This is an optimization exercise on Yosys and OpenROAD, whose aim is small area and a short achievable clock period, not a production implementation.
Function was not checked in any run shown here: the RTL went through the layout flow alone.
Power figures rest on the tool's default switching activity, not on a simulated workload.

==> flow/design.v, too long to show whole: its modules and the start of the top module <==
// module mul8: 14 lines
// module mul16: 1110 lines
// module mul16_fa: 4 lines
// module mul16_cpa: 141 lines
// module mul16_fsum: 3 lines
// module mul16_fcar: 3 lines
// module mul16_xnor: 3 lines
module mul16(
    input clk,
    input logic[15:0] a,
    input logic[15:0] b,
    output logic[31:0] r
);
  // ...
==> flow/flow/run.sh <==
#!/bin/bash
set -uo pipefail
here=$(pwd)
export BUFFER_PORTS_ARGS="-buffer_cell sky130_fd_sc_hd__buf_4"
export PRE_RESIZE_TCL="$here/flow/outbuf.tcl"
bash standard.sh > standard.log 2>&1
==> flow/flow/outbuf.tcl <==
# Sourced by ORFS's resize.tcl before repair_design: the buffer that buffer_ports put on
# each output port becomes a sky130_fd_sc_hd__buf_1.
set n 0
foreach port [get_ports -filter "direction==output"] {
  set net [get_nets [get_full_name $port]]
  foreach pin [get_pins -of_objects $net -filter "direction==output"] {
    set inst [get_cells -of_objects $pin]
    if {[get_property $inst ref_name] eq "sky130_fd_sc_hd__buf_4"} {
      replace_cell $inst sky130_fd_sc_hd__buf_1
      incr n
    }
  }
}
puts "outbuf.tcl: $n output buffers made buf_1"
==> flow/standard.sh <==
#!/bin/bash
# synth_recipe.tcl (not shown) runs the flow's synth.tcl, then flattens the netlist and writes it again
# the make line also repeats each setting of config.mk as NAME=value (left out here)
make -C /OpenROAD-flow-scripts/flow DESIGN_CONFIG=/design/flow/config.mk WORK_HOME=/design/flow/orfs CLKGATE_MAP_FILE= SYNTH_SCRIPT=/design/flow/synth_recipe.tcl "${@:-finish}"
==> flow/config.mk <==
export PLATFORM = sky130hd
export DESIGN_NAME = mul16
export DESIGN_NICKNAME = mul16
export VERILOG_FILES = /design/flow/design.v
export SDC_FILE = /design/flow/constraint.sdc
export NUM_CORES = 4
export LEC_CHECK = 0
export CAP_MARGIN = 20
export CORE_MARGIN = 2
export CORE_UTILIZATION = 40
export CTS_BUF_LIST = sky130_fd_sc_hd__clkbuf_8
export CTS_CLUSTER_SIZE = 12
export SETUP_SLACK_MARGIN = 2.0
export SLEW_MARGIN = 20
export SYNTH_HIERARCHICAL = 1
export SYNTH_MINIMUM_KEEP_SIZE = 0
==> flow/constraint.sdc <==
create_clock -name core_clock -period 5.5 [get_ports {clk}]
set_input_delay 1.1000 -clock core_clock [delete_from_list [all_inputs] [get_ports {clk}]]
set_output_delay 1.1000 -clock core_clock [all_outputs]
set_load 0.01 [all_outputs]
==> flow_summary.json, run 1 <==
{
  "fill_cells": 2085,
  "seq_cells": 98,
  "regToRegEndpoint": "r[30]",
  "inverters": 9,
  "drt_first_pass_iters": 5,
  "io_buffers": 64,
  "p_seq_w": 0.00126,
  "cp_data_required_time_ps": 5840,
  "viasPerCell": 5.162,
  "grt-ovfl-total": 0,
  "yosysWarnings": 7,
  "htreeDepth": 3,
  "status": "no timing/DRC/antenna violations",
  "endpoint_kind": "flop",
  "finClkSkew_ps": 19.13,
  "fmax_mhz": 297.2,
  "place_inst": 1063,
  "clockBufferDepth": 2,
  "initial_utilization": 0.4071,
  "wirelength_um": 20590,
  "die_h_um": 152.8,
  "wl_per_cell_um": 19.03,
  "syn_area_per_cell_sq_um": 10.96,
  "r2r-start": "q[34]",
  "regArea_sq_mm": 0.001962,
  "dominant_cells": "multi-input gates",
  "core_area_sq_mm": 0.02176,
  "met2_usage": 0.2913
}
==> module mul16_cpa, before the edit <==
module mul16_cpa(input [25:0] gi, input [25:0] pi, output [24:0] co);
    wire g0 = gi[0] | pi[0];
    wire p0 = pi[0];
    wire g1 = gi[1];
    wire p1 = pi[1];
    wire g2 = gi[2];
    wire p2 = pi[2];
    wire g3 = gi[3];
    wire p3 = pi[3];
    wire g4 = gi[4];
    wire p4 = pi[4];
    wire g5 = gi[5];
    wire p5 = pi[5];
    wire g6 = gi[6];
    wire p6 = pi[6];
    wire g7 = gi[7];
    wire p7 = pi[7];
    wire g8 = gi[8];
    wire p8 = pi[8];
    wire g9 = gi[9];
    wire p9 = pi[9];
    wire g10 = gi[10];
    wire p10 = pi[10];
    wire g11 = gi[11];
    wire p11 = pi[11];
    wire g12 = gi[12];
    wire p12 = pi[12];
    wire g13 = gi[13];
    wire p13 = pi[13];
    wire g14 = gi[14];
    wire p14 = pi[14];
    wire g15 = gi[15];
    wire p15 = pi[15];
    wire g16 = gi[16];
    wire p16 = pi[16];
    wire g17 = gi[17];
    wire p17 = pi[17];
    wire g18 = gi[18];
    wire p18 = pi[18];
    wire g19 = gi[19];
    wire p19 = pi[19];
    wire g20 = gi[20];
    wire p20 = pi[20];
    wire g21 = gi[21];
    wire p21 = pi[21];
    wire g22 = gi[22];
    wire p22 = pi[22];
    wire g23 = gi[23];
    wire p23 = pi[23];
    wire g24 = gi[24];
    wire p24 = pi[24];
    wire g25 = gi[25];
    wire p25 = pi[25];
    wire G1 = g1 | (p1 & g0);
    wire P1 = p1 & p0;
    wire G2 = g2 | (p2 & G1);
    wire P2 = p2 & P1;
    wire G3 = g4 | (p4 & g3);
    wire P3 = p4 & p3;
    wire G4 = g5 | (p5 & G3);
    wire P4 = p5 & P3;
    wire G5 = g3 | (p3 & G2);
    wire P5 = p3 & P2;
    wire G6 = G3 | (P3 & G2);
    wire P6 = P3 & P2;
    wire G7 = G4 | (P4 & G2);
    wire P7 = P4 & P2;
    wire G8 = g7 | (p7 & g6);
    wire P8 = p7 & p6;
    wire G9 = g8 | (p8 & G8);
    wire P9 = p8 & P8;
    wire G10 = g9 | (p9 & G9);
    wire P10 = p9 & P9;
    wire G11 = g6 | (p6 & G7);
    wire P11 = p6 & P7;
    wire G12 = G8 | (P8 & G7);
    wire P12 = P8 & P7;
    wire G13 = G9 | (P9 & G7);
    wire P13 = P9 & P7;
    wire G14 = G10 | (P10 & G7);
    wire P14 = P10 & P7;
    wire G15 = g11 | (p11 & g10);
    wire P15 = p11 & p10;
    wire G16 = g12 | (p12 & G15);
    wire P16 = p12 & P15;
    wire G17 = g10 | (p10 & G14);
    wire P17 = p10 & P14;
    wire G18 = G15 | (P15 & G14);
    wire P18 = P15 & P14;
    wire G19 = G16 | (P16 & G14);
    wire P19 = P16 & P14;
    wire G20 = g14 | (p14 & g13);
    wire P20 = p14 & p13;
    wire G21 = g15 | (p15 & G20);
    wire P21 = p15 & P20;
    wire G22 = g16 | (p16 & G21);
    wire P22 = p16 & P21;
    wire G23 = g13 | (p13 & G19);
    wire P23 = p13 & P19;
    wire G24 = G20 | (P20 & G19);
    wire P24 = P20 & P19;
    wire G25 = G21 | (P21 & G19);
    wire P25 = P21 & P19;
    wire G26 = G22 | (P22 & G19);
    wire P26 = P22 & P19;
    wire G27 = g18 | (p18 & g17);
    wire P27 = p18 & p17;
    wire G28 = g19 | (p19 & G27);
    wire P28 = p19 & P27;
    wire G29 = g20 | (p20 & G28);
    wire P29 = p20 & P28;
    wire G30 = g21 | (p21 & G29);
    wire P30 = p21 & P29;
    wire G31 = g22 | (p22 & G30);
    wire P31 = p22 & P30;
    wire G32 = g23 | (p23 & G31);
    wire P32 = p23 & P31;
    wire G33 = g24 | (p24 & G32);
    wire P33 = p24 & P32;
    wire G34 = g25 | (p25 & G33);
    wire P34 = p25 & P33;
    wire G35 = g17 | (p17 & G26);
    wire P35 = p17 & P26;
    wire G36 = G27 | (P27 & G26);
    wire P36 = P27 & P26;
    wire G37 = G28 | (P28 & G26);
    wire P37 = P28 & P26;
    wire G38 = G29 | (P29 & G26);
    wire P38 = P29 & P26;
    wire G39 = G30 | (P30 & G26);
    wire P39 = P30 & P26;
    wire G40 = G31 | (P31 & G26);
    wire P40 = P31 & P26;
    wire G41 = G32 | (P32 & G26);
    wire P41 = P32 & P26;
    wire G42 = G33 | (P33 & G26);
    wire P42 = P33 & P26;
    wire G43 = G34 | (P34 & G26);
    wire P43 = P34 & P26;
    assign co = {G42, G41, G40, G39, G38, G37, G36, G35, G26, G25, G24, G23, G19, G18, G17, G14, G13, G12, G11, G7, G6, G5, G2, G1, g0};
endmodule
==> inputs of run 2 (changes only) <==
--- a/flow/design.v
+++ b/flow/design.v
@@ -464,105 +464,101 @@
     wire s375, c376;
     wire s377, c378;
     wire s379, c380;
     wire s381, c382;
     wire s383, c384;
     wire s385, c386;
     wire s387, c388;
     wire s389, c390;
-    wire s457, c458;
-    wire s459, c460;
+    wire s391, c392;
+    wire s393, c394;
+    wire s395, c396;
+    wire s397, c398;
     wire s461, c462;
     wire s463, c464;
     wire s465, c466;
     wire s467, c468;
     wire s469, c470;
     wire s471, c472;
     wire s473, c474;
     wire s475, c476;
     wire s477, c478;
     wire s479, c480;
     wire s481, c482;
     wire s483, c484;
     wire s485, c486;
     wire s487, c488;
     wire s489, c490;
     wire s491, c492;
-    wire s493, c494;
-    wire s495, c496;
-    logic [65:0] q;
-    wire q391 = q[0];
-    wire q392 = q[1];
-    wire q393 = q[2];
-    wire q394 = q[3];
-    wire q395 = q[4];
-    wire q396 = q[5];
-    wire q397 = q[6];
-    wire q398 = q[7];
-    wire q399 = q[8];
-    wire q400 = q[9];
-    wire q401 = q[10];
-    wire q402 = q[11];
-    wire q403 = q[12];
-    wire q404 = q[13];
-    wire q405 = q[14];
-    wire q406 = q[15];
-    wire q407 = q[16];
-    wire q408 = q[17];
-    wire q409 = q[18];
-    wire q410 = q[19];
-    wire q411 = q[20];
-    wire q412 = q[21];
-    wire q413 = q[22];
-    wire q414 = q[23];
-    wire q415 = q[24];
-    wire q416 = q[25];
-    wire q417 = q[26];
-    wire q418 = q[27];
-    wire q419 = q[28];
-    wire q420 = q[29];
-    wire q421 = q[30];
-    wire q422 = q[31];
-    wire q423 = q[32];
-    wire q424 = q[33];
-    wire q425 = q[34];
-    wire q426 = q[35];
-    wire q427 = q[36];
-    wire q428 = q[37];
-    wire q429 = q[38];
-    wire q430 = q[39];
-    wire q431 = q[40];
-    wire q432 = q[41];
-    wire q433 = q[42];
-    wire q434 = q[43];
-    wire q435 = q[44];
-    wire q436 = q[45];
-    wire q437 = q[46];
-    wire q438 = q[47];
-    wire q439 = q[48];
-    wire q440 = q[49];
-    wire q441 = q[50];
-    wire q442 = q[51];
-    wire q443 = q[52];
-    wire q444 = q[53];
-    wire q445 = q[54];
-    wire q446 = q[55];
-    wire q447 = q[56];
-    wire q448 = q[57];
-    wire q449 = q[58];
-    wire q450 = q[59];
-    wire q451 = q[60];
-    wire q452 = q[61];
-    wire q453 = q[62];
-    wire q454 = q[63];
-    wire q455 = q[64];
-    wire q456 = q[65];
-    wire [31:0] xn = {1'b1, q455, q453, q451, q449, q447, q445, q443, q442, c494, c492, c490, s489, s487, c482, s481, c474, s471, s469, s467, s465, s463, s461, s459, q401, q397, q396, q395, q394, q393, q392, q391};
-    wire [31:0] yn = {1'b1, q456, q454, q452, q450, q448, q446, q444, c496, s495, s493, s491, c488, c486, s485, c478, s477, s473, c468, c466, c464, c462, c460, c458, s457, q398, 1'b1, 1'b1, 1'b1, 1'b1, 1'b1, 1'b1};
+    logic [61:0] q;
+    wire q399 = q[0];
+    wire q400 = q[1];
+    wire q401 = q[2];
+    wire q402 = q[3];
+    wire q403 = q[4];
+    wire q404 = q[5];
+    wire q405 = q[6];
+    wire q406 = q[7];
+    wire q407 = q[8];
+    wire q408 = q[9];
+    wire q409 = q[10];
+    wire q410 = q[11];
+    wire q411 = q[12];
+    wire q412 = q[13];
+    wire q413 = q[14];
+    wire q414 = q[15];
+    wire q415 = q[16];
+    wire q416 = q[17];
+    wire q417 = q[18];
+    wire q418 = q[19];
+    wire q419 = q[20];
+    wire q420 = q[21];
+    wire q421 = q[22];
+    wire q422 = q[23];
+    wire q423 = q[24];
+    wire q424 = q[25];
+    wire q425 = q[26];
+    wire q426 = q[27];
+    wire q427 = q[28];
+    wire q428 = q[29];
+    wire q429 = q[30];
+    wire q430 = q[31];
+    wire q431 = q[32];
+    wire q432 = q[33];
+    wire q433 = q[34];
+    wire q434 = q[35];
+    wire q435 = q[36];
+    wire q436 = q[37];
+    wire q437 = q[38];
+    wire q438 = q[39];
+    wire q439 = q[40];
+    wire q440 = q[41];
+    wire q441 = q[42];
+    wire q442 = q[43];
+    wire q443 = q[44];
+    wire q444 = q[45];
+    wire q445 = q[46];
+    wire q446 = q[47];
+    wire q447 = q[48];
+    wire q448 = q[49];
+    wire q449 = q[50];
+    wire q450 = q[51];
+    wire q451 = q[52];
+    wire q452 = q[53];
+    wire q453 = q[54];
+    wire q454 = q[55];
+    wire q455 = q[56];
+    wire q456 = q[57];
+    wire q457 = q[58];
+    wire q458 = q[59];
+    wire q459 = q[60];
+    wire q460 = q[61];
+    wire [31:0] xn = {1'b1, q459, q457, q455, q453, q451, q449, q447, q445, q444, c490, c488, c486, s485, c482, s481, s477, s475, s473, s471, s469, s467, s465, s463, q409, q405, q404, q403, q402, q401, q400, q399};
+    wire [31:0] yn = {1'b1, q460, q458, q456, q454, q452, q450, q448, q446, c492, s491, s489, s487, c484, s483, s479, c476, c474, c472, c470, c468, c466, c464, c462, s461, q406, 1'b1, 1'b1, 1'b1, 1'b1, 1'b1, 1'b1};
     assign pp0_0 = ~(a[0] & b[0]);
     assign pp0_1 = ~(a[0] & b[1]);
     assign pp0_2 = ~(a[0] & b[2]);
     assign pp0_3 = ~(a[0] & b[3]);
     assign pp0_4 = ~(a[0] & b[4]);
     assign pp0_5 = ~(a[0] & b[5]);
     assign pp0_6 = ~(a[0] & b[6]);
     assign pp0_7 = ~(a[0] & b[7]);
@@ -878,18 +874,17 @@
     mul16_fa us113 (.x(pp3_9), .y(pp4_8), .z(pp5_7), .s(s113), .c(c114));
     mul16_fa us115 (.x(pp6_6), .y(pp7_5), .z(pp8_4), .s(s115), .c(c116));
     mul16_fa us117 (.x(pp9_3), .y(pp10_2), .z(pp11_1), .s(s117), .c(c118));
     mul16_fa us119 (.x(pp12_0), .y(c94), .z(c96), .s(s119), .c(c120));
     mul16_fa us121 (.x(c98), .y(c100), .z(s111), .s(s121), .c(c122));
     mul16_fa us123 (.x(s113), .y(s115), .z(s117), .s(s123), .c(c124));
     mul16_fa us125 (.x(c102), .y(s119), .z(c104), .s(s125), .c(c126));
     mul16_fa us127 (.x(s121), .y(s123), .z(c106), .s(s127), .c(c128));
-    mul16_fsum us129 (.x(s125), .y(c108), .z(s127), .s(s129));
-    mul16_fcar uc130 (.x(s125), .y(c108), .z(s127), .c(c130));
+    mul16_fa us129 (.x(s125), .y(c108), .z(s127), .s(s129), .c(c130));
     mul16_fa us131 (.x(pp0_13), .y(pp1_12), .z(pp2_11), .s(s131), .c(c132));
     mul16_fa us133 (.x(pp3_10), .y(pp4_9), .z(pp5_8), .s(s133), .c(c134));
     mul16_fa us135 (.x(pp6_7), .y(pp7_6), .z(pp8_5), .s(s135), .c(c136));
     mul16_fa us137 (.x(pp9_4), .y(pp10_3), .z(pp11_2), .s(s137), .c(c138));
     mul16_fa us139 (.x(pp12_1), .y(pp13_0), .z(c112), .s(s139), .c(c140));
     mul16_fa us141 (.x(c114), .y(c116), .z(c118), .s(s141), .c(c142));
     mul16_fa us143 (.x(s131), .y(s133), .z(s135), .s(s143), .c(c144));
     mul16_fa us145 (.x(s137), .y(c120), .z(s139), .s(s145), .c(c146));
@@ -903,168 +898,158 @@
     mul16_fa us159 (.x(pp9_5), .y(pp10_4), .z(pp11_3), .s(s159), .c(c160));
     mul16_fa us161 (.x(pp12_2), .y(pp13_1), .z(pp14_0), .s(s161), .c(c162));
     mul16_fa us163 (.x(c132), .y(c134), .z(c136), .s(s163), .c(c164));
     mul16_fa us165 (.x(c138), .y(s153), .z(s155), .s(s165), .c(c166));
     mul16_fa us167 (.x(s157), .y(s159), .z(s161), .s(s167), .c(c168));
     mul16_fa us169 (.x(c140), .y(c142), .z(c144), .s(s169), .c(c170));
     mul16_fa us171 (.x(s163), .y(s165), .z(s167), .s(s171), .c(c172));
     mul16_fa us173 (.x(c146), .y(c148), .z(s169), .s(s173), .c(c174));
-    mul16_fa us175 (.x(pp0_15), .y(pp1_14), .z(pp2_13), .s(s175), .c(c176));
-    mul16_fa us177 (.x(pp3_12), .y(pp4_11), .z(pp5_10), .s(s177), .c(c178));
-    mul16_fa us179 (.x(pp6_9), .y(pp7_8), .z(pp8_7), .s(s179), .c(c180));
-    mul16_fa us181 (.x(pp9_6), .y(pp10_5), .z(pp11_4), .s(s181), .c(c182));
-    mul16_fa us183 (.x(pp12_3), .y(pp13_2), .z(pp14_1), .s(s183), .c(c184));
-    mul16_fa us185 (.x(pp15_0), .y(c154), .z(c156), .s(s185), .c(c186));
-    mul16_fa us187 (.x(c158), .y(c160), .z(c162), .s(s187), .c(c188));
-    mul16_fa us189 (.x(s175), .y(s177), .z(s179), .s(s189), .c(c190));
-    mul16_fa us191 (.x(s181), .y(s183), .z(c164), .s(s191), .c(c192));
-    mul16_fa us193 (.x(c166), .y(s185), .z(c168), .s(s193), .c(c194));
-    mul16_fa us195 (.x(s187), .y(s189), .z(s191), .s(s195), .c(c196));
-    mul16_fa us197 (.x(c170), .y(c172), .z(s193), .s(s197), .c(c198));
-    mul16_fa us199 (.x(pp1_15), .y(pp2_14), .z(pp3_13), .s(s199), .c(c200));
-    mul16_fa us201 (.x(pp4_12), .y(pp5_11), .z(pp6_10), .s(s201), .c(c202));
-    mul16_fa us203 (.x(pp7_9), .y(pp8_8), .z(pp9_7), .s(s203), .c(c204));
-    mul16_fa us205 (.x(pp10_6), .y(pp11_5), .z(pp12_4), .s(s205), .c(c206));
-    mul16_fa us207 (.x(pp13_3), .y(pp14_2), .z(pp15_1), .s(s207), .c(c208));
-    mul16_fa us209 (.x(c176), .y(c178), .z(c180), .s(s209), .c(c210));
-    mul16_fa us211 (.x(c182), .y(c184), .z(s199), .s(s211), .c(c212));
-    mul16_fa us213 (.x(s201), .y(s203), .z(s205), .s(s213), .c(c214));
-    mul16_fa us215 (.x(s207), .y(c186), .z(c188), .s(s215), .c(c216));
-    mul16_fa us217 (.x(c190), .y(s209), .z(s211), .s(s217), .c(c218));
-    mul16_fa us219 (.x(s213), .y(c192), .z(s215), .s(s219), .c(c220));
-    mul16_fa us221 (.x(c194), .y(s217), .z(c196), .s(s221), .c(c222));
-    mul16_fa us223 (.x(pp2_15), .y(pp3_14), .z(pp4_13), .s(s223), .c(c224));
-    mul16_fa us225 (.x(pp5_12), .y(pp6_11), .z(pp7_10), .s(s225), .c(c226));
-    mul16_fa us227 (.x(pp8_9), .y(pp9_8), .z(pp10_7), .s(s227), .c(c228));
-    mul16_fa us229 (.x(pp11_6), .y(pp12_5), .z(pp13_4), .s(s229), .c(c230));
-    mul16_fa us231 (.x(pp14_3), .y(pp15_2), .z(c200), .s(s231), .c(c232));
-    mul16_fa us233 (.x(c202), .y(c204), .z(c206), .s(s233), .c(c234));
-    mul16_fa us235 (.x(c208), .y(s223), .z(s225), .s(s235), .c(c236));
-    mul16_fa us237 (.x(s227), .y(s229), .z(c210), .s(s237), .c(c238));
-    mul16_fa us239 (.x(s231), .y(c212), .z(c214), .s(s239), .c(c240));
-    mul16_fa us241 (.x(s233), .y(s235), .z(c216), .s(s241), .c(c242));
-    mul16_fa us243 (.x(s237), .y(c218), .z(s239), .s(s243), .c(c244));
-    mul16_fa us245 (.x(pp3_15), .y(pp4_14), .z(pp5_13), .s(s245), .c(c246));
-    mul16_fa us247 (.x(pp6_12), .y(pp7_11), .z(pp8_10), .s(s247), .c(c248));
-    mul16_fa us249 (.x(pp9_9), .y(pp10_8), .z(pp11_7), .s(s249), .c(c250));
-    mul16_fa us251 (.x(pp12_6), .y(pp13_5), .z(pp14_4), .s(s251), .c(c252));
-    mul16_fa us253 (.x(pp15_3), .y(c224), .z(c226), .s(s253), .c(c254));
-    mul16_fa us255 (.x(c228), .y(c230), .z(s245), .s(s255), .c(c256));
-    mul16_fa us257 (.x(s247), .y(s249), .z(s251), .s(s257), .c(c258));
-    mul16_fa us259 (.x(c232), .y(c234), .z(c236), .s(s259), .c(c260));
-    mul16_fa us261 (.x(s253), .y(s255), .z(s257), .s(s261), .c(c262));
-    mul16_fa us263 (.x(c238), .y(c240), .z(s259), .s(s263), .c(c264));
-    mul16_fsum us265 (.x(s261), .y(c242), .z(c244), .s(s265));
-    mul16_fcar uc266 (.x(s261), .y(c242), .z(c244), .c(c266));
-    mul16_fa us267 (.x(pp4_15), .y(pp5_14), .z(pp6_13), .s(s267), .c(c268));
-    mul16_fa us269 (.x(pp7_12), .y(pp8_11), .z(pp9_10), .s(s269), .c(c270));
-    mul16_fa us271 (.x(pp10_9), .y(pp11_8), .z(pp12_7), .s(s271), .c(c272));
-    mul16_fa us273 (.x(pp13_6), .y(pp14_5), .z(pp15_4), .s(s273), .c(c274));
-    mul16_fa us275 (.x(c246), .y(c248), .z(c250), .s(s275), .c(c276));
-    mul16_fa us277 (.x(c252), .y(s267), .z(s269), .s(s277), .c(c278));
-    mul16_fa us279 (.x(s271), .y(s273), .z(c254), .s(s279), .c(c280));
-    mul16_fa us281 (.x(c256), .y(c258), .z(s275), .s(s281), .c(c282));
-    mul16_fa us283 (.x(s277), .y(s279), .z(c260), .s(s283), .c(c284));
-    mul16_fsum us285 (.x(c262), .y(s281), .z(c264), .s(s285));
-    mul16_fcar uc286 (.x(c262), .y(s281), .z(c264), .c(c286));
-    mul16_fa us287 (.x(pp5_15), .y(pp6_14), .z(pp7_13), .s(s287), .c(c288));
-    mul16_fa us289 (.x(pp8_12), .y(pp9_11), .z(pp10_10), .s(s289), .c(c290));
-    mul16_fa us291 (.x(pp11_9), .y(pp12_8), .z(pp13_7), .s(s291), .c(c292));
-    mul16_fa us293 (.x(pp14_6), .y(pp15_5), .z(c268), .s(s293), .c(c294));
-    mul16_fa us295 (.x(c270), .y(c272), .z(c274), .s(s295), .c(c296));
-    mul16_fa us297 (.x(s287), .y(s289), .z(s291), .s(s297), .c(c298));
-    mul16_fa us299 (.x(c276), .y(s293), .z(c278), .s(s299), .c(c300));
-    mul16_fa us301 (.x(s295), .y(s297), .z(c280), .s(s301), .c(c302));
-    mul16_fa us303 (.x(c282), .y(s299), .z(s301), .s(s303), .c(c304));
-    mul16_fa us305 (.x(pp6_15), .y(pp7_14), .z(pp8_13), .s(s305), .c(c306));
-    mul16_fa us307 (.x(pp9_12), .y(pp10_11), .z(pp11_10), .s(s307), .c(c308));
-    mul16_fa us309 (.x(pp12_9), .y(pp13_8), .z(pp14_7), .s(s309), .c(c310));
-    mul16_fa us311 (.x(pp15_6), .y(c288), .z(c290), .s(s311), .c(c312));
-    mul16_fa us313 (.x(c292), .y(s305), .z(s307), .s(s313), .c(c314));
-    mul16_fa us315 (.x(s309), .y(c294), .z(c296), .s(s315), .c(c316));
-    mul16_fa us317 (.x(s311), .y(c298), .z(s313), .s(s317), .c(c318));
-    mul16_fa us319 (.x(c300), .y(s315), .z(s317), .s(s319), .c(c320));
-    mul16_fa us321 (.x(pp7_15), .y(pp8_14), .z(pp9_13), .s(s321), .c(c322));
-    mul16_fa us323 (.x(pp10_12), .y(pp11_11), .z(pp12_10), .s(s323), .c(c324));
-    mul16_fa us325 (.x(pp13_9), .y(pp14_8), .z(pp15_7), .s(s325), .c(c326));
-    mul16_fa us327 (.x(c306), .y(c308), .z(c310), .s(s327), .c(c328));
-    mul16_fa us329 (.x(s321), .y(s323), .z(s325), .s(s329), .c(c330));
-    mul16_fa us331 (.x(c312), .y(c314), .z(s327), .s(s331), .c(c332));
-    mul16_fa us333 (.x(s329), .y(c316), .z(c318), .s(s333), .c(c334));
-    mul16_fa us335 (.x(pp8_15), .y(pp9_14), .z(pp10_13), .s(s335), .c(c336));
-    mul16_fa us337 (.x(pp11_12), .y(pp12_11), .z(pp13_10), .s(s337), .c(c338));
-    mul16_fa us339 (.x(pp14_9), .y(pp15_8), .z(c322), .s(s339), .c(c340));
-    mul16_fa us341 (.x(c324), .y(c326), .z(s335), .s(s341), .c(c342));
-    mul16_fa us343 (.x(s337), .y(c328), .z(s339), .s(s343), .c(c344));
-    mul16_fa us345 (.x(c330), .y(s341), .z(c332), .s(s345), .c(c346));
-    mul16_fsum us347 (.x(s343), .y(c334), .z(s345), .s(s347));
-    mul16_fcar uc348 (.x(s343), .y(c334), .z(s345), .c(c348));
-    mul16_fa us349 (.x(pp9_15), .y(pp10_14), .z(pp11_13), .s(s349), .c(c350));
-    mul16_fa us351 (.x(pp12_12), .y(pp13_11), .z(pp14_10), .s(s351), .c(c352));
-    mul16_fa us353 (.x(pp15_9), .y(c336), .z(c338), .s(s353), .c(c354));
-    mul16_fa us355 (.x(s349), .y(s351), .z(c340), .s(s355), .c(c356));
-    mul16_fa us357 (.x(c342), .y(s353), .z(c344), .s(s357), .c(c358));
-    mul16_fsum us359 (.x(s355), .y(c346), .z(s357), .s(s359));
-    mul16_fcar uc360 (.x(s355), .y(c346), .z(s357), .c(c360));
-    mul16_fa us361 (.x(pp10_15), .y(pp11_14), .z(pp12_13), .s(s361), .c(c362));
-    mul16_fa us363 (.x(pp13_12), .y(pp14_11), .z(pp15_10), .s(s363), .c(c364));
-    mul16_fa us365 (.x(c350), .y(c352), .z(s361), .s(s365), .c(c366));
+    mul16_fsum us175 (.x(s171), .y(c150), .z(s173), .s(s175));
+    mul16_fcar uc176 (.x(s171), .y(c150), .z(s173), .c(c176));
+    mul16_fa us177 (.x(pp0_15), .y(pp1_14), .z(pp2_13), .s(s177), .c(c178));
+    mul16_fa us179 (.x(pp3_12), .y(pp4_11), .z(pp5_10), .s(s179), .c(c180));
+    mul16_fa us181 (.x(pp6_9), .y(pp7_8), .z(pp8_7), .s(s181), .c(c182));
+    mul16_fa us183 (.x(pp9_6), .y(pp10_5), .z(pp11_4), .s(s183), .c(c184));
+    mul16_fa us185 (.x(pp12_3), .y(pp13_2), .z(pp14_1), .s(s185), .c(c186));
+    mul16_fa us187 (.x(pp15_0), .y(c154), .z(c156), .s(s187), .c(c188));
+    mul16_fa us189 (.x(c158), .y(c160), .z(c162), .s(s189), .c(c190));
+    mul16_fa us191 (.x(s177), .y(s179), .z(s181), .s(s191), .c(c192));
+    mul16_fa us193 (.x(s183), .y(s185), .z(c164), .s(s193), .c(c194));
+    mul16_fa us195 (.x(c166), .y(s187), .z(c168), .s(s195), .c(c196));
+    mul16_fa us197 (.x(s189), .y(s191), .z(s193), .s(s197), .c(c198));
+    mul16_fa us199 (.x(c170), .y(c172), .z(s195), .s(s199), .c(c200));
+    mul16_fsum us201 (.x(s197), .y(c174), .z(s199), .s(s201));
+    mul16_fcar uc202 (.x(s197), .y(c174), .z(s199), .c(c202));
+    mul16_fa us203 (.x(pp1_15), .y(pp2_14), .z(pp3_13), .s(s203), .c(c204));
+    mul16_fa us205 (.x(pp4_12), .y(pp5_11), .z(pp6_10), .s(s205), .c(c206));
+    mul16_fa us207 (.x(pp7_9), .y(pp8_8), .z(pp9_7), .s(s207), .c(c208));
+    mul16_fa us209 (.x(pp10_6), .y(pp11_5), .z(pp12_4), .s(s209), .c(c210));
+    mul16_fa us211 (.x(pp13_3), .y(pp14_2), .z(pp15_1), .s(s211), .c(c212));
+    mul16_fa us213 (.x(c178), .y(c180), .z(c182), .s(s213), .c(c214));
+    mul16_fa us215 (.x(c184), .y(c186), .z(s203), .s(s215), .c(c216));
+    mul16_fa us217 (.x(s205), .y(s207), .z(s209), .s(s217), .c(c218));
+    mul16_fa us219 (.x(s211), .y(c188), .z(c190), .s(s219), .c(c220));
+    mul16_fa us221 (.x(c192), .y(s213), .z(s215), .s(s221), .c(c222));
+    mul16_fa us223 (.x(s217), .y(c194), .z(s219), .s(s223), .c(c224));
+    mul16_fa us225 (.x(c196), .y(s221), .z(c198), .s(s225), .c(c226));
+    mul16_fa us227 (.x(pp2_15), .y(pp3_14), .z(pp4_13), .s(s227), .c(c228));
+    mul16_fa us229 (.x(pp5_12), .y(pp6_11), .z(pp7_10), .s(s229), .c(c230));
+    mul16_fa us231 (.x(pp8_9), .y(pp9_8), .z(pp10_7), .s(s231), .c(c232));
+    mul16_fa us233 (.x(pp11_6), .y(pp12_5), .z(pp13_4), .s(s233), .c(c234));
+    mul16_fa us235 (.x(pp14_3), .y(pp15_2), .z(c204), .s(s235), .c(c236));
+    mul16_fa us237 (.x(c206), .y(c208), .z(c210), .s(s237), .c(c238));
+    mul16_fa us239 (.x(c212), .y(s227), .z(s229), .s(s239), .c(c240));
+    mul16_fa us241 (.x(s231), .y(s233), .z(c214), .s(s241), .c(c242));
+    mul16_fa us243 (.x(s235), .y(c216), .z(c218), .s(s243), .c(c244));
+    mul16_fa us245 (.x(s237), .y(s239), .z(c220), .s(s245), .c(c246));
+    mul16_fa us247 (.x(s241), .y(c222), .z(s243), .s(s247), .c(c248));
+    mul16_fsum us249 (.x(c224), .y(s245), .z(s247), .s(s249));
+    mul16_fcar uc250 (.x(c224), .y(s245), .z(s247), .c(c250));
+    mul16_fa us251 (.x(pp3_15), .y(pp4_14), .z(pp5_13), .s(s251), .c(c252));
+    mul16_fa us253 (.x(pp6_12), .y(pp7_11), .z(pp8_10), .s(s253), .c(c254));
+    mul16_fa us255 (.x(pp9_9), .y(pp10_8), .z(pp11_7), .s(s255), .c(c256));
+    mul16_fa us257 (.x(pp12_6), .y(pp13_5), .z(pp14_4), .s(s257), .c(c258));
+    mul16_fa us259 (.x(pp15_3), .y(c228), .z(c230), .s(s259), .c(c260));
+    mul16_fa us261 (.x(c232), .y(c234), .z(s251), .s(s261), .c(c262));
+    mul16_fa us263 (.x(s253), .y(s255), .z(s257), .s(s263), .c(c264));
+    mul16_fa us265 (.x(c236), .y(c238), .z(c240), .s(s265), .c(c266));
+    mul16_fa us267 (.x(s259), .y(s261), .z(s263), .s(s267), .c(c268));
+    mul16_fa us269 (.x(c242), .y(c244), .z(s265), .s(s269), .c(c270));
+    mul16_fa us271 (.x(s267), .y(c246), .z(c248), .s(s271), .c(c272));
+    mul16_fa us273 (.x(pp4_15), .y(pp5_14), .z(pp6_13), .s(s273), .c(c274));
+    mul16_fa us275 (.x(pp7_12), .y(pp8_11), .z(pp9_10), .s(s275), .c(c276));
+    mul16_fa us277 (.x(pp10_9), .y(pp11_8), .z(pp12_7), .s(s277), .c(c278));
+    mul16_fa us279 (.x(pp13_6), .y(pp14_5), .z(pp15_4), .s(s279), .c(c280));
+    mul16_fa us281 (.x(c252), .y(c254), .z(c256), .s(s281), .c(c282));
+    mul16_fa us283 (.x(c258), .y(s273), .z(s275), .s(s283), .c(c284));
+    mul16_fa us285 (.x(s277), .y(s279), .z(c260), .s(s285), .c(c286));
+    mul16_fa us287 (.x(c262), .y(c264), .z(s281), .s(s287), .c(c288));
+    mul16_fa us289 (.x(s283), .y(s285), .z(c266), .s(s289), .c(c290));
+    mul16_fa us291 (.x(c268), .y(s287), .z(c270), .s(s291), .c(c292));
+    mul16_fa us293 (.x(pp5_15), .y(pp6_14), .z(pp7_13), .s(s293), .c(c294));
+    mul16_fa us295 (.x(pp8_12), .y(pp9_11), .z(pp10_10), .s(s295), .c(c296));
+    mul16_fa us297 (.x(pp11_9), .y(pp12_8), .z(pp13_7), .s(s297), .c(c298));
+    mul16_fa us299 (.x(pp14_6), .y(pp15_5), .z(c274), .s(s299), .c(c300));
+    mul16_fa us301 (.x(c276), .y(c278), .z(c280), .s(s301), .c(c302));
+    mul16_fa us303 (.x(s293), .y(s295), .z(s297), .s(s303), .c(c304));
+    mul16_fa us305 (.x(c282), .y(s299), .z(c284), .s(s305), .c(c306));
+    mul16_fa us307 (.x(s301), .y(s303), .z(c286), .s(s307), .c(c308));
+    mul16_fa us309 (.x(c288), .y(s305), .z(s307), .s(s309), .c(c310));
+    mul16_fa us311 (.x(pp6_15), .y(pp7_14), .z(pp8_13), .s(s311), .c(c312));
+    mul16_fa us313 (.x(pp9_12), .y(pp10_11), .z(pp11_10), .s(s313), .c(c314));
+    mul16_fa us315 (.x(pp12_9), .y(pp13_8), .z(pp14_7), .s(s315), .c(c316));
+    mul16_fa us317 (.x(pp15_6), .y(c294), .z(c296), .s(s317), .c(c318));
+    mul16_fa us319 (.x(c298), .y(s311), .z(s313), .s(s319), .c(c320));
+    mul16_fa us321 (.x(s315), .y(c300), .z(c302), .s(s321), .c(c322));
+    mul16_fa us323 (.x(s317), .y(c304), .z(s319), .s(s323), .c(c324));
+    mul16_fa us325 (.x(c306), .y(s321), .z(s323), .s(s325), .c(c326));
+    mul16_fa us327 (.x(pp7_15), .y(pp8_14), .z(pp9_13), .s(s327), .c(c328));
+    mul16_fa us329 (.x(pp10_12), .y(pp11_11), .z(pp12_10), .s(s329), .c(c330));
+    mul16_fa us331 (.x(pp13_9), .y(pp14_8), .z(pp15_7), .s(s331), .c(c332));
+    mul16_fa us333 (.x(c312), .y(c314), .z(c316), .s(s333), .c(c334));
+    mul16_fa us335 (.x(s327), .y(s329), .z(s331), .s(s335), .c(c336));
+    mul16_fa us337 (.x(c318), .y(c320), .z(s333), .s(s337), .c(c338));
+    mul16_fa us339 (.x(s335), .y(c322), .z(c324), .s(s339), .c(c340));
+    mul16_fsum us341 (.x(s337), .y(c326), .z(s339), .s(s341));
+    mul16_fcar uc342 (.x(s337), .y(c326), .z(s339), .c(c342));
+    mul16_fa us343 (.x(pp8_15), .y(pp9_14), .z(pp10_13), .s(s343), .c(c344));
+    mul16_fa us345 (.x(pp11_12), .y(pp12_11), .z(pp13_10), .s(s345), .c(c346));
+    mul16_fa us347 (.x(pp14_9), .y(pp15_8), .z(c328), .s(s347), .c(c348));
+    mul16_fa us349 (.x(c330), .y(c332), .z(s343), .s(s349), .c(c350));
+    mul16_fa us351 (.x(s345), .y(c334), .z(s347), .s(s351), .c(c352));
+    mul16_fa us353 (.x(c336), .y(s349), .z(c338), .s(s353), .c(c354));
+    mul16_fa us355 (.x(s351), .y(c340), .z(s353), .s(s355), .c(c356));
+    mul16_fa us357 (.x(pp9_15), .y(pp10_14), .z(pp11_13), .s(s357), .c(c358));
+    mul16_fa us359 (.x(pp12_12), .y(pp13_11), .z(pp14_10), .s(s359), .c(c360));
+    mul16_fa us361 (.x(pp15_9), .y(c344), .z(c346), .s(s361), .c(c362));
+    mul16_fa us363 (.x(s357), .y(s359), .z(c348), .s(s363), .c(c364));
+    mul16_fa us365 (.x(c350), .y(s361), .z(c352), .s(s365), .c(c366));
     mul16_fa us367 (.x(s363), .y(c354), .z(s365), .s(s367), .c(c368));
-    mul16_fa us369 (.x(c356), .y(s367), .z(c358), .s(s369), .c(c370));
-    mul16_fa us371 (.x(pp11_15), .y(pp12_14), .z(pp13_13), .s(s371), .c(c372));
-    mul16_fa us373 (.x(pp14_12), .y(pp15_11), .z(c362), .s(s373), .c(c374));
-    mul16_fa us375 (.x(c364), .y(s371), .z(s373), .s(s375), .c(c376));
-    mul16_fa us377 (.x(c366), .y(s375), .z(c368), .s(s377), .c(c378));
-    mul16_fa us379 (.x(pp12_15), .y(pp13_14), .z(pp14_13), .s(s379), .c(c380));
-    mul16_fa us381 (.x(pp15_12), .y(c372), .z(s379), .s(s381), .c(c382));
-    mul16_fa us383 (.x(c374), .y(s381), .z(c376), .s(s383), .c(c384));
-    mul16_fa us385 (.x(pp13_15), .y(pp14_14), .z(pp15_13), .s(s385), .c(c386));
-    mul16_fa us387 (.x(c380), .y(s385), .z(c382), .s(s387), .c(c388));
-    mul16_fa us389 (.x(pp14_15), .y(pp15_14), .z(c386), .s(s389), .c(c390));
-    mul16_xnor us457 (.x(q399), .y(q400), .s(s457));
-    assign c458 = q399 | q400;
-    mul16_xnor us459 (.x(q402), .y(q403), .s(s459));
-    assign c460 = q402 | q403;
-    mul16_xnor us461 (.x(q404), .y(q405), .s(s461));
-    assign c462 = q404 | q405;
-    mul16_xnor us463 (.x(q406), .y(q407), .s(s463));
-    assign c464 = q406 | q407;
-    mul16_xnor us465 (.x(q408), .y(q409), .s(s465));
-    assign c466 = q408 | q409;
-    mul16_xnor us467 (.x(q410), .y(q411), .s(s467));
-    assign c468 = q410 | q411;
-    mul16_xnor us469 (.x(q412), .y(q413), .s(s469));
-    assign c470 = q412 | q413;
-    mul16_fsum us471 (.x(q414), .y(q415), .z(q416), .s(s471));
-    mul16_fcar uc472 (.x(q414), .y(q415), .z(q416), .c(c472));
-    mul16_xnor us473 (.x(q417), .y(c470), .s(s473));
-    assign c474 = q417 | c470;
-    mul16_fsum us475 (.x(q418), .y(q419), .z(q420), .s(s475));
-    mul16_fcar uc476 (.x(q418), .y(q419), .z(q420), .c(c476));
-    mul16_xnor us477 (.x(c472), .y(s475), .s(s477));
-    assign c478 = c472 | s475;
-    mul16_fsum us479 (.x(q421), .y(q422), .z(q423), .s(s479));
-    mul16_fcar uc480 (.x(q421), .y(q422), .z(q423), .c(c480));
-    mul16_xnor us481 (.x(c476), .y(s479), .s(s481));
-    assign c482 = c476 | s479;
-    mul16_fsum us483 (.x(q424), .y(q425), .z(q426), .s(s483));
-    mul16_fcar uc484 (.x(q424), .y(q425), .z(q426), .c(c484));
-    mul16_fsum us485 (.x(q427), .y(c480), .z(s483), .s(s485));
-    mul16_fcar uc486 (.x(q427), .y(c480), .z(s483), .c(c486));
-    mul16_fsum us487 (.x(q428), .y(q429), .z(c484), .s(s487));
-    mul16_fcar uc488 (.x(q428), .y(q429), .z(c484), .c(c488));
-    mul16_fsum us489 (.x(q430), .y(q431), .z(q432), .s(s489));
-    mul16_fcar uc490 (.x(q430), .y(q431), .z(q432), .c(c490));
-    mul16_fsum us491 (.x(q433), .y(q434), .z(q435), .s(s491));
-    mul16_fcar uc492 (.x(q433), .y(q434), .z(q435), .c(c492));
-    mul16_fsum us493 (.x(q436), .y(q437), .z(q438), .s(s493));
-    mul16_fcar uc494 (.x(q436), .y(q437), .z(q438), .c(c494));
-    mul16_fsum us495 (.x(q439), .y(q440), .z(q441), .s(s495));
-    mul16_fcar uc496 (.x(q439), .y(q440), .z(q441), .c(c496));
+    mul16_fa us369 (.x(pp10_15), .y(pp11_14), .z(pp12_13), .s(s369), .c(c370));
+    mul16_fa us371 (.x(pp13_12), .y(pp14_11), .z(pp15_10), .s(s371), .c(c372));
+    mul16_fa us373 (.x(c358), .y(c360), .z(s369), .s(s373), .c(c374));
+    mul16_fa us375 (.x(s371), .y(c362), .z(s373), .s(s375), .c(c376));
+    mul16_fa us377 (.x(c364), .y(s375), .z(c366), .s(s377), .c(c378));
+    mul16_fa us379 (.x(pp11_15), .y(pp12_14), .z(pp13_13), .s(s379), .c(c380));
+    mul16_fa us381 (.x(pp14_12), .y(pp15_11), .z(c370), .s(s381), .c(c382));
+    mul16_fa us383 (.x(c372), .y(s379), .z(s381), .s(s383), .c(c384));
+    mul16_fa us385 (.x(c374), .y(s383), .z(c376), .s(s385), .c(c386));
+    mul16_fa us387 (.x(pp12_15), .y(pp13_14), .z(pp14_13), .s(s387), .c(c388));
+    mul16_fa us389 (.x(pp15_12), .y(c380), .z(s387), .s(s389), .c(c390));
+    mul16_fa us391 (.x(c382), .y(s389), .z(c384), .s(s391), .c(c392));
+    mul16_fa us393 (.x(pp13_15), .y(pp14_14), .z(pp15_13), .s(s393), .c(c394));
+    mul16_fa us395 (.x(c388), .y(s393), .z(c390), .s(s395), .c(c396));
+    mul16_fa us397 (.x(pp14_15), .y(pp15_14), .z(c394), .s(s397), .c(c398));
+    mul16_xnor us461 (.x(q407), .y(q408), .s(s461));
+    assign c462 = q407 | q408;
+    mul16_xnor us463 (.x(q410), .y(q411), .s(s463));
+    assign c464 = q410 | q411;
+    mul16_xnor us465 (.x(q412), .y(q413), .s(s465));
+    assign c466 = q412 | q413;
+    mul16_xnor us467 (.x(q414), .y(q415), .s(s467));
+    assign c468 = q414 | q415;
+    mul16_xnor us469 (.x(q416), .y(q417), .s(s469));
+    assign c470 = q416 | q417;
+    mul16_xnor us471 (.x(q418), .y(q419), .s(s471));
+    assign c472 = q418 | q419;
+    mul16_xnor us473 (.x(q420), .y(q421), .s(s473));
+    assign c474 = q420 | q421;
+    mul16_xnor us475 (.x(q422), .y(q423), .s(s475));
+    assign c476 = q422 | q423;
+    mul16_xnor us477 (.x(q424), .y(q425), .s(s477));
+    assign c478 = q424 | q425;
+    mul16_fa us479 (.x(q426), .y(q427), .z(q428), .s(s479), .c(c480));
+    mul16_xnor us481 (.x(q429), .y(c478), .s(s481));
+    assign c482 = q429 | c478;
+    mul16_fa us483 (.x(q430), .y(q431), .z(c480), .s(s483), .c(c484));
+    mul16_fa us485 (.x(q432), .y(q433), .z(q434), .s(s485), .c(c486));
+    mul16_fa us487 (.x(q435), .y(q436), .z(q437), .s(s487), .c(c488));
+    mul16_fa us489 (.x(q438), .y(q439), .z(q440), .s(s489), .c(c490));
+    mul16_fa us491 (.x(q441), .y(q442), .z(q443), .s(s491), .c(c492));
     wire [25:0] cg, cp, cs;
     assign cg[0] = xn[6] & yn[6];
     assign cp[0] = xn[6] ^ yn[6];
     assign cg[1] = xn[7] & yn[7];
     assign cp[1] = xn[7] ^ yn[7];
     assign cg[2] = xn[8] & yn[8];
     assign cp[2] = xn[8] ^ yn[8];
     assign cg[3] = xn[9] & yn[9];
@@ -1113,17 +1098,17 @@
     assign cp[24] = xn[30] ^ yn[30];
     assign cg[25] = xn[31] & yn[31];
     assign cp[25] = xn[31] ^ yn[31];
     mul16_cpa ucpa (.gi(cg), .pi(cp), .co(cco));
     wire [24:0] cco;
     assign cs = {~(cp[25] ^ cco[24]), ~(cp[24] ^ cco[23]), ~(cp[23] ^ cco[22]), ~(cp[22] ^ cco[21]), ~(cp[21] ^ cco[20]), ~(cp[20] ^ cco[19]), ~(cp[19] ^ cco[18]), ~(cp[18] ^ cco[17]), ~(cp[17] ^ cco[16]), ~(cp[16] ^ cco[15]), ~(cp[15] ^ cco[14]), ~(cp[14] ^ cco[13]), ~(cp[13] ^ cco[12]), ~(cp[12] ^ cco[11]), ~(cp[11] ^ cco[10]), ~(cp[10] ^ cco[9]), ~(cp[9] ^ cco[8]), ~(cp[8] ^ cco[7]), ~(cp[7] ^ cco[6]), ~(cp[6] ^ cco[5]), ~(cp[5] ^ cco[4]), ~(cp[4] ^ cco[3]), ~(cp[3] ^ cco[2]), ~(cp[2] ^ cco[1]), ~(cp[1] ^ cco[0]), cp[0]};
     wire [31:0] sum = {cs, ~xn[5], ~xn[4], ~xn[3], ~xn[2], ~xn[1], ~xn[0]};
     always_ff @(posedge clk) begin
-        q <= {c390, pp15_15, c388, s389, c384, s387, c378, s383, c370, s377, s369, c360, c348, s359, s347, s333, c320, s331, c304, s319, c302, s303, c286, c284, c266, s285, s283, s265, s263, c222, s243, s241, c220, s221, c198, s219, s197, c174, s195, c152, s173, c150, s171, c130, s151, c110, s129, s109, c92, s91, c76, s75, c62, s61, c50, c40, s49, c38, s39, c30, s29, s19, s11, s5, s1, pp0_0};
+        q <= {c398, pp15_15, c396, s397, c392, s395, c386, s391, c378, s385, s377, c368, s367, c356, s355, c342, s341, c310, s325, c308, c292, s309, c290, s291, c272, s289, s271, c250, s269, s249, c226, c202, s225, c200, s223, c176, s201, c152, s175, c130, s151, s129, c110, s109, c92, s91, c76, s75, c62, s61, c50, c40, s49, c38, s39, c30, s29, s19, s11, s5, s1, pp0_0};
         r <= sum;
     end
 endmodule
 module mul16_fa(input x, input y, input z, output s, output c);
     assign s = x ^ y ^ z;
     assign c = (x & y) | (x & z) | (y & z);
 endmodule
 module mul16_cpa(input [25:0] gi, input [25:0] pi, output [24:0] co);
@@ -1176,52 +1161,52 @@
     wire g23 = gi[23];
     wire p23 = pi[23];
     wire g24 = gi[24];
     wire p24 = pi[24];
     wire g25 = gi[25];
     wire p25 = pi[25];
     wire G1 = g1 | (p1 & g0);
     wire P1 = p1 & p0;
-    wire G2 = g2 | (p2 & G1);
-    wire P2 = p2 & P1;
-    wire G3 = g4 | (p4 & g3);
-    wire P3 = p4 & p3;
-    wire G4 = g5 | (p5 & G3);
-    wire P4 = p5 & P3;
-    wire G5 = g3 | (p3 & G2);
-    wire P5 = p3 & P2;
-    wire G6 = G3 | (P3 & G2);
-    wire P6 = P3 & P2;
-    wire G7 = G4 | (P4 & G2);
-    wire P7 = P4 & P2;
-    wire G8 = g7 | (p7 & g6);
-    wire P8 = p7 & p6;
-    wire G9 = g8 | (p8 & G8);
-    wire P9 = p8 & P8;
-    wire G10 = g9 | (p9 & G9);
-    wire P10 = p9 & P9;
-    wire G11 = g6 | (p6 & G7);
-    wire P11 = p6 & P7;
-    wire G12 = G8 | (P8 & G7);
-    wire P12 = P8 & P7;
-    wire G13 = G9 | (P9 & G7);
-    wire P13 = P9 & P7;
-    wire G14 = G10 | (P10 & G7);
-    wire P14 = P10 & P7;
-    wire G15 = g11 | (p11 & g10);
-    wire P15 = p11 & p10;
-    wire G16 = g12 | (p12 & G15);
-    wire P16 = p12 & P15;
-    wire G17 = g10 | (p10 & G14);
-    wire P17 = p10 & P14;
-    wire G18 = G15 | (P15 & G14);
-    wire P18 = P15 & P14;
-    wire G19 = G16 | (P16 & G14);
-    wire P19 = P16 & P14;
+    wire G2 = g3 | (p3 & g2);
+    wire P2 = p3 & p2;
+    wire G3 = g2 | (p2 & G1);
+    wire P3 = p2 & P1;
+    wire G4 = G2 | (P2 & G1);
+    wire P4 = P2 & P1;
+    wire G5 = g5 | (p5 & g4);
+    wire P5 = p5 & p4;
+    wire G6 = g6 | (p6 & G5);
+    wire P6 = p6 & P5;
+    wire G7 = g4 | (p4 & G4);
+    wire P7 = p4 & P4;
+    wire G8 = G5 | (P5 & G4);
+    wire P8 = P5 & P4;
+    wire G9 = G6 | (P6 & G4);
+    wire P9 = P6 & P4;
+    wire G10 = g8 | (p8 & g7);
+    wire P10 = p8 & p7;
+    wire G11 = g9 | (p9 & G10);
+    wire P11 = p9 & P10;
+    wire G12 = g10 | (p10 & G11);
+    wire P12 = p10 & P11;
+    wire G13 = g7 | (p7 & G9);
+    wire P13 = p7 & P9;
+    wire G14 = G10 | (P10 & G9);
+    wire P14 = P10 & P9;
+    wire G15 = G11 | (P11 & G9);
+    wire P15 = P11 & P9;
+    wire G16 = G12 | (P12 & G9);
+    wire P16 = P12 & P9;
+    wire G17 = g12 | (p12 & g11);
+    wire P17 = p12 & p11;
+    wire G18 = g11 | (p11 & G16);
+    wire P18 = p11 & P16;
+    wire G19 = G17 | (P17 & G16);
+    wire P19 = P17 & P16;
     wire G20 = g14 | (p14 & g13);
     wire P20 = p14 & p13;
     wire G21 = g15 | (p15 & G20);
     wire P21 = p15 & P20;
     wire G22 = g16 | (p16 & G21);
     wire P22 = p16 & P21;
     wire G23 = g13 | (p13 & G19);
     wire P23 = p13 & P19;
@@ -1260,17 +1245,17 @@
     wire G40 = G31 | (P31 & G26);
     wire P40 = P31 & P26;
     wire G41 = G32 | (P32 & G26);
     wire P41 = P32 & P26;
     wire G42 = G33 | (P33 & G26);
     wire P42 = P33 & P26;
     wire G43 = G34 | (P34 & G26);
     wire P43 = P34 & P26;
-    assign co = {G42, G41, G40, G39, G38, G37, G36, G35, G26, G25, G24, G23, G19, G18, G17, G14, G13, G12, G11, G7, G6, G5, G2, G1, g0};
+    assign co = {G42, G41, G40, G39, G38, G37, G36, G35, G26, G25, G24, G23, G19, G18, G16, G15, G14, G13, G9, G8, G7, G4, G3, G1, g0};
 endmodule
 module mul16_fsum(input x, input y, input z, output s);
     assign s = (x ^ y) ^ z;
 endmodule
 module mul16_fcar(input x, input y, input z, output c);
     assign c = (x & y) | (z & (x | y));
 endmodule
 module mul16_xnor(input x, input y, output s);
==> flow_summary.json, run 2 <==
{
  "status": "no timing/DRC/antenna violations",
  "worst_setup_path_start_kind": "primary input",
  "regToRegEndpoint": "r[30]",
  "synth_nets": 1070,
  "rr_worst_depth": 9,
  "wirelength_um": 19780,
  "vias": 5512,
  "fin_setup_tns_ps": 0,
  "combPwrFrac": 0.674,
  "viasPerCell": 5.066,
  "cp_slowest_stage_delay_ps": 560,
  "worstMarginPinSlew_ps": 510.9,
  "finClkSkew_ps": 14.06,
  "hold_start": "q[1]",
  "slowest_stage": "fa_2",
  "arrival_ps": 3710,
  "cp_data_required_time_ps": 5780,
  "syn_area_per_cell_sq_um": 10.69,
  "cts_tree": "done",
  "cts_buffers": 9,
  "ant_nets": 0,
  "fp-row-count": 54,
  "hold_viol_final": 0,
  "endpoint_kind": "flop",
  "ir_drop_v": 0.0002927,
  "period_share": 0.6242,
  "p_switching_w": 0.002153,
  "root_buffer": "clkbuf_8",
  "crit_path_cell_trace": "buf_4, nand2_1, fa_1, fa_2, fa_1, fa_1, maj3_2",
  "syn_area_sq_mm": 0.008737,
  "p_per_area_mw_per_mm2": 537.6,
  "syn-instance-count": 817,
  "diodes": 0,
  "reg.largest.list": "q x62, r x32",
  "maxCapViolCount": 0,
  "wl_per_cell_um": 18.18,
  "fmax_mhz": 291.3,
  "drv_slew": 0,
  "path_max_fanout": 16,
  "dpl.hpwl_um": 14830,
  "crit_path_frequent_cell": "fa_1",
  "layout_commonest_cell": "nand2_1",
  "fin_nets": 1056,
  "clockBufferDepth": 2,
  "largest_reg_flops": 62,
  "antenna_found_initial": 0,
  "yosysWarnings": 7,
  "switching_share": 0.4248,
  "die-area_sq_mm": 0.02304,
  "drt_first_pass_iters": 5,
  "core_area_sq_mm": 0.02162,
  "htreeDepth": 3,
  "slew_headroom": 0.6573,
  "setup_viol": 0,
  "min_period_ps": 3433,
  "grt_pass1_wl_um": 33180,
  "mostFrequentLayoutCells": "nand2_1, fa_1, dfxtp_1, fa_2, xnor2_1",
  "initial_utilization": 0.4041,
  "first_global_vias": 6195,
  "grt_use_total": 0.1930,
  "clk_latency_ps": 390,
  "hold_path_end": "r[1]",
  "pwr-share-seq": 0.233,
  "clkTransAtPathRegs_ps": 110,
  "die_h_um": 151.8,
  "hold_buffers": 0,
  "grt_max_degree": 18,
  "place_inst": 1072,
  "critPathKind": "primary input to flop",
  "drc": 0,
  "drtIter0Drc": 284,
  "top_register": "q",
  "r2r_slack_ps": 2220,
  "r2r-start": "q[28]",
  "final_cells": 1088,
  "whs_path_depth": 1,
  "pwr-share-clk": 0.093,
  "grt-ovfl-total": 0,
  "intPower_w": 0.002915,
  "drive_above_1_share": 0.2042,
  "finalWeightedCongestion": 0.8381,
  "io_buffers": 64,
  "syn2layout_area_growth_pct": 7.891,
  "fill_cells": 2060,
  "fp.dieW_um": 151.8,
  "rsz0062_at_grt": "no",
  "clkSinkCount": 94,
  "leakagePower_nw": 3.381,
  "io_pins": 65,
  "min_path_type": "flop to flop"
}
## run 2: worst max-delay path, delay by kind of cell
kind          cells  cell delay (ps)
buf+inv           1              240
fa+ha+maj         5             2240
simple gates      1              130
## run 2: area by class of cell
| type | instances | area, sq um | share of cell area |
|---|---|---|---|
| clock buffer | 11 | 151.4 | 0.01606 |
| sequential | 94 | 1882 | 0.1996 |
| tap | 280 | 350.3 | 0.03716 |
| clock inverter | 5 | 41.29 | 0.004380 |
| multi-input combinational | 623 | 6593 | 0.6994 |
| inverter | 11 | 41.29 | 0.004380 |
| timing repair buffer | 64 | 367.9 | 0.03902 |
## run 2: what timing repair did
action / 4_1_cts / 5_1_grt
resized for setup: 0 / 3
buffers inserted: 0 / 0
setup endpoints to repair: 0 / 4
## run 2: metal layers
| metal | GRT usage | share of wire | up-vias |
|---|---|---|---|
| met3 | 0.03772 | 0.069 | 26 |
| li1 | - | - | 2453 |
| met1 | 0.2656 | 0.43 | 2858 |
| met4 | 0.05648 | 0.022 | 0 |
| met2 | 0.3122 | 0.48 | 175 |
| met5 | 0 | 0 | - |
## run 2: power by group through the flow
stage / Clock, W / Sequential [W] / Combinational [W]
after floorplan: 0 / 0.00124 / 0.00308
after global placement: 0 / 0.00120 / 0.00350
after detailed placement: 0 / 0.00120 / 0.00344
after CTS: 0.000490 / 0.00119 / 0.00346
after global routing: 0.000516 / 0.00122 / 0.00387
final: 0.000470 / 0.00118 / 0.00342
## run 2: worst max path at each step
| stage | from | endpoint | depth (start not counted) |
|---|---|---|---|
| global placement | b[10] | q[47] | 7 |
| floorplan | b[7] | q[30] | 8 |
| detailed placement | a[0] | q[30] | 7 |
| global route | b[8] | q[35] | 7 |
| CTS | a[4] | q[35] | 7 |
| finish | b[12] | q[30] | 7 |
## run 2: metrics by stage
step	cell area (sq um)	utilization	hold WS (ps)	setup slack, ps	power (W)
3_3_place_gp	9339	0.4319	339.1	1675	0.004706
3_5_place_dp	9219	0.4264	344.5	1651	0.004643
4_1_cts	9412	0.4353	367.6	2064	0.005136
2_1_floorplan	9475	-	337.9	1821	0.004315
5_1_grt	9427	0.4360	376.0	2013	0.005604
6_report	9427	0.4360	367.3	2067	0.005067

==> separate check: timing with driven ports <==
How much do the figures lean on ideal ports? The routed layouts below were timed once more, with nothing changed but the port constraints.
Step 1, drivers: a clkbuf_16 drives clk and a buf_2 each remaining input, both assumed.
Step 2 adds t to the input delays and takes it off the output delays; t is the mean of the earliest and latest rising clock arrival at the registers after step 1. Input paths then give back, and output paths get back, about the clock's delay inside the block.
Three values: ideal, step 1, step 2; two values: the first two.
run | t, ns | setup slack, ns | pins driven straight from the clock port
run 1 | 0.440 | 2.135 / 2.135 / 1.766 | 1
run 2 | 0.426 | 2.067 / 2.070 / 1.644 | 1
After both steps setup and hold are still met in every run listed. The setup slack of run 2, which loses most, moves by +0.003 ns with the drivers and by -0.423 ns with both steps.
